What follows belongs to an exercise in optimizing a design on an open flow for small area; a production flow would make more cautious choices. Only simulation tests tie the RTL to the original design; equivalence was not proved. Power figures rest on the tool's default switching activity, not on a simulated workload.

// TopModule
module TopModule(
	input clk,
	input rst,
	output hbEnA, 
	output hbEnB, 
	output hbIn1, 
	output hbIn2, 
	output hbIn3,
	output hbIn4,
	input RFS, 
	input RRS,
	input RMS,
	input LFS, 
	input LRS,
	input LMS,
	output sevenSeg0, 
	output sevenSeg1, 
	output sevenSeg2, 
	output sevenSeg3,
	input pushBtn1,
	input pushBtn2,
	input pushBtn3,
	input pushBtn4,
	input bandPass1k,
	input bandPass1_5k,
	input bandPass2k,
	input bandPass2_5k,
	input bandPass3k,
	input colDetF,
	input colDetR, 
	output led1,
	output led2,
	output led3,
	output txData
	);
	wire colDetect;
	wire [3:0] dirControl;
	wire fullSpeedPwm;
	wire veerSpeedPwm;
	wire ninetySpeedPwm;
	wire initDone;
	wire [2:0] toneDir;
	wire [1:0] driveState;
	wire direction;
	wire enableToneDetection;
	wire [1:0] junctionState;
	wire [1:0] dirState;
	wire [1:0] leadSense;
	assign sevenSeg0 = 1;
	assign sevenSeg1 = 1;
	assign sevenSeg2 = 1;
  ...
Size: roughly 2,000 cells after synthesis, ~260 flip-flops, roughly 33 I/O pins, ~15,000 um^2 of cells after synthesis.
clock: 10.0 ns
lec_check: 0
cap_margin: 20
core_margin: 2
core_utilization: 40
cts_buf_list: sky130_fd_sc_hd__clkbuf_8
cts_cluster_diameter: 60
cts_cluster_size: 20
slew_margin: 20
run.sh (not shown) runs the stock make flow with config.mk's settings and CLKGATE_MAP_FILE= SYNTH_SCRIPT=/design/flow/synth_recipe.tcl, a recipe that flattens the netlist after the stock synthesis.
Change:
CTS_BUF_LIST = not set   (was sky130_fd_sc_hd__clkbuf_8)
CTS_CLUSTER_DIAMETER = not set   (was 60)
CTS_CLUSTER_SIZE = not set   (was 20)
The new run finished with timing, DRC and antenna clean.
Design area is higher by 3.0%.
First-iteration DRC count is lower by 7.9%.
Non-clock buffer count stays the same.
Final cell count is higher by about 0.33%.
Clock power is higher by about 70%.
Clock-buffer cell count is higher by 9.
Core utilization is higher by 1.3 points.
Worst setup slack gets worse by 0.040 ns.
Wire length is higher by 0.55%.


TopModule, a different RTL version from the one above (not shown whole).
Size: roughly 1200 cells after synthesis, ~33 I/O pins, ~10000 sq um of cells after synthesis.
clock: 10.0 ns
lec_check: 0
cap_margin: 0
core_margin: 2
core_utilization: 55
cts_buf_list: sky130_fd_sc_hd__clkbuf_16
cts_cluster_diameter: 80
cts_cluster_size: 30
slew_margin: 0
standard.sh (not shown) runs the stock make flow with config.mk's settings and CLKGATE_MAP_FILE= SYNTH_SCRIPT=/design/flow/synth_recipe.tcl, a recipe that flattens the netlist after the stock synthesis.
==> flow/flow/run.sh <==
#!/bin/bash
# Layout flow: the standard flow, except that
# - after the standard synthesis the combinational logic is re-mapped for area
#   (flow/reopt.tcl); registers keep their cells and names;
# - ports are buffered with the smallest buffer (BUFFER_PORTS_ARGS);
# - clock tree synthesis runs without dummy loads (CTS_ARGS).
set -euo pipefail
R=orfs/results/${FLOW_PLATFORM}/TopModule/base
bash standard.sh synth > standard_synth.log 2>&1
cp "$R/1_2_yosys.v" std_synth.v
yosys -c flow/reopt.tcl > reopt.log 2>&1
cp reopt.v "$R/1_2_yosys.v"
bash standard.sh \
  "BUFFER_PORTS_ARGS=-buffer_cell sky130_fd_sc_hd__buf_1" \
  "CTS_ARGS=-sink_clustering_enable -repair_clock_nets -dont_use_dummy_load -buf_list sky130_fd_sc_hd__clkbuf_16 -sink_clustering_size 30 -sink_clustering_max_diameter 80" \
  finish > standard_layout.log 2>&1
==> flow/flow/reopt.tcl <==
# Re-map the standard synthesis netlist's combinational logic for area.
# Reads std_synth.v, writes reopt.v. Flip-flops stay as they are (same
# instances, cells and names); every other cell is flattened to its function
# and mapped again by ABC with an area-oriented script.
yosys -import
set lib $::env(FLOW_HOME)/platforms/sky130hd/lib/sky130_fd_sc_hd__tt_025C_1v80.lib
set dont_use {}
foreach c {probe_p_8 probec_p_8 lpflow_bleeder_1
  lpflow_clkbufkapwr_1 lpflow_clkbufkapwr_16 lpflow_clkbufkapwr_2 lpflow_clkbufkapwr_4 lpflow_clkbufkapwr_8
  lpflow_clkinvkapwr_1 lpflow_clkinvkapwr_16 lpflow_clkinvkapwr_2 lpflow_clkinvkapwr_4 lpflow_clkinvkapwr_8
  lpflow_decapkapwr_12 lpflow_decapkapwr_3 lpflow_decapkapwr_4 lpflow_decapkapwr_6 lpflow_decapkapwr_8
  lpflow_inputiso0n_1 lpflow_inputiso0p_1 lpflow_inputiso1n_1 lpflow_inputiso1p_1 lpflow_inputisolatch_1
  lpflow_isobufsrc_1 lpflow_isobufsrc_16 lpflow_isobufsrc_2 lpflow_isobufsrc_4 lpflow_isobufsrc_8
  lpflow_isobufsrckapwr_16 lpflow_lsbuf_lh_hl_isowell_tap_1 lpflow_lsbuf_lh_hl_isowell_tap_2
  lpflow_lsbuf_lh_hl_isowell_tap_4 lpflow_lsbuf_lh_isowell_4 lpflow_lsbuf_lh_isowell_tap_1
  lpflow_lsbuf_lh_isowell_tap_2 lpflow_lsbuf_lh_isowell_tap_4} {
  lappend dont_use -dont_use sky130_fd_sc_hd__$c
}

read_liberty -ignore_miss_func $lib
# keep sequential cells as they are
blackbox sky130_fd_sc_hd__df* sky130_fd_sc_hd__edf* sky130_fd_sc_hd__sdf* sky130_fd_sc_hd__sedf* sky130_fd_sc_hd__dl*
read_verilog std_synth.v
hierarchy -check -top $::env(FLOW_TOP)
flatten
opt_clean
tee -o std_stat.txt stat -liberty $lib
techmap
opt -fast
abc -liberty $lib {*}$dont_use -script "+strash;&get,-n;&st;&deepsyn,-J,30,-T,300;&put;dch,-f;amap;mfs2;&get,-n;&dch,-f;&nf,-p,-R,1000;&put"
opt_clean -purge
hilomap -singleton -hicell sky130_fd_sc_hd__conb_1 HI -locell sky130_fd_sc_hd__conb_1 LO
insbuf -buf sky130_fd_sc_hd__buf_1 A X
splitnets
opt_clean -purge
tee -o reopt_stat.txt stat -liberty $lib
write_verilog -noattr -nohex -nodec reopt.v

# the written netlist must be complete: every cell a library cell, no undriven net
design -reset
read_liberty -lib $lib
read_verilog reopt.v
hierarchy -check -top $::env(FLOW_TOP)
check -assert -mapped
The starting point produced a clean layout.
==> next run, changes <==
--- a/flow/flow/run.sh
+++ b/flow/flow/run.sh
@@ -13,4 +13,4 @@
 bash standard.sh \
   "BUFFER_PORTS_ARGS=-buffer_cell sky130_fd_sc_hd__buf_1" \
-  "CTS_ARGS=-sink_clustering_enable -repair_clock_nets -dont_use_dummy_load -buf_list sky130_fd_sc_hd__clkbuf_16 -sink_clustering_size 30 -sink_clustering_max_diameter 80" \
+  "CTS_ARGS=-sink_clustering_enable -repair_clock_nets -dont_use_dummy_load -buf_list sky130_fd_sc_hd__clkbuf_16 -root_buf sky130_fd_sc_hd__clkbuf_8 -tree_buf sky130_fd_sc_hd__clkbuf_8 -sink_clustering_size 30 -sink_clustering_max_diameter 80" \
   finish > standard_layout.log 2>&1
- CAP_MARGIN: 0 -> 20
- SLEW_MARGIN: 0 -> 20
Outcome: The new run finished with timing, DRC and antenna clean; first-iteration DRC count falls by 4.0%; setup slack improves by 0.053 ns; power falls by 1.8%; via count rises by 0.39%; sequential power stays flat; synthesized cell count is unchanged.
==> next run, changes <==
--- a/flow/flow/run.sh
+++ b/flow/flow/run.sh
@@ -13,4 +13,4 @@
 bash standard.sh \
   "BUFFER_PORTS_ARGS=-buffer_cell sky130_fd_sc_hd__buf_1" \
-  "CTS_ARGS=-sink_clustering_enable -repair_clock_nets -dont_use_dummy_load -buf_list sky130_fd_sc_hd__clkbuf_16 -root_buf sky130_fd_sc_hd__clkbuf_8 -tree_buf sky130_fd_sc_hd__clkbuf_8 -sink_clustering_size 30 -sink_clustering_max_diameter 80" \
+  "CTS_ARGS=-sink_clustering_enable -repair_clock_nets -dont_use_dummy_load -buf_list sky130_fd_sc_hd__clkbuf_16 -sink_clustering_size 30 -sink_clustering_max_diameter 80" \
   finish > standard_layout.log 2>&1
- CORE_UTILIZATION: 55 -> 68
Hold slack stays flat.
Setup slack is worse by 0.25 ns.
Cell count is lower by a few percent.
Die area came out lower by about a fifth.
Clock skew drops by 0.024 ns.
Sequential power stays flat.
Critical path depth does not change.
Power climbs by a few percent.
Flip-flop and latch count does not change.
Clock-buffer cell count stays the same.
First-iteration DRC count went up by well over a third.
==> next run, changes <==
--- a/flow/flow/reopt.tcl
+++ b/flow/flow/reopt.tcl
@@ -31,5 +31,5 @@
 opt_clean -purge
 hilomap -singleton -hicell sky130_fd_sc_hd__conb_1 HI -locell sky130_fd_sc_hd__conb_1 LO
-insbuf -buf sky130_fd_sc_hd__buf_1 A X
+insbuf -buf sky130_fd_sc_hd__buf_4 A X
 splitnets
 opt_clean -purge
- CORE_UTILIZATION: 68 -> 55
Effect:
- The changed run went through all stages and came out clean
- critical path depth stays the same
- routed wire length goes down by a few percent
- flip-flop and latch count does not change
- maximum frequency climbs by a few percent
- global-route usage went down by 8.2 points
- total power came out lower slightly
- final area came out higher slightly
- synthesized area is about the same
==> next run, changes <==
--- a/flow/flow/reopt.tcl
+++ b/flow/flow/reopt.tcl
@@ -31,5 +31,5 @@
 opt_clean -purge
 hilomap -singleton -hicell sky130_fd_sc_hd__conb_1 HI -locell sky130_fd_sc_hd__conb_1 LO
-insbuf -buf sky130_fd_sc_hd__buf_4 A X
+insbuf -buf sky130_fd_sc_hd__buf_1 A X
 splitnets
 opt_clean -purge
After rerunning: Setup slack got worse by 0.036 ns. Global-route usage is about the same. Register-to-register slack got worse by 0.03 ns. Power barely changes. Via count fell by 0.89%. Clock-buffer cell count does not change.

re-timing with driven ports:
How much do the figures lean on ideal ports? The routed layouts below were timed once more, with nothing changed but the port constraints. Step 1: set_driving_cell puts a clkbuf_16 on clk and a buf_2 on each other input, an assumption about the parent block. Step 2 adds t to the input delays and takes it off the output delays; t is the mean of the earliest and latest rising clock arrival at the registers after step 1. Input paths then give back, and output paths get back, about the clock's delay inside the block. a / b / c = ideal ports / drivers / drivers and shift; a / b = the first two.
| run | t (ns) | setup slack, ns | hold slack, ns | worst setup path after step 2 |
|---|---|---|---|---|
| the first run of note 1 | 0.603 | 5.653 / 5.676 / 5.074 | 0.448 / 0.448 / 0.448 | input to register |
| the second run of note 1 | 0.578 | 5.613 / 5.641 / 5.063 | 0.428 / 0.428 / 0.428 | input to register |
| the first run of note 2 | 0.504 | 4.974 / 4.999 / 4.495 | 0.337 / 0.337 / 0.337 | input to register |
| the second run of note 2 | 0.534 | 5.027 / 5.047 / 4.512 | 0.337 / 0.337 / 0.337 | input to register |
| the third run of note 2 | 0.485 | 4.776 / 4.792 / 4.307 | 0.339 / 0.339 / 0.339 | input to register |
| the fourth run of note 2 | 0.494 | 5.008 / 5.019 / 4.525 | 0.337 / 0.337 / 0.337 | input to register |
| the fifth run of note 2 | 0.504 | 4.973 / 4.997 / 4.493 | 0.337 / 0.337 / 0.337 | input to register |
After both steps every run listed still meets setup and hold. The setup slack of the first run of note 1, which loses most, moves by +0.023 ns with the drivers and by -0.579 ns with both steps.
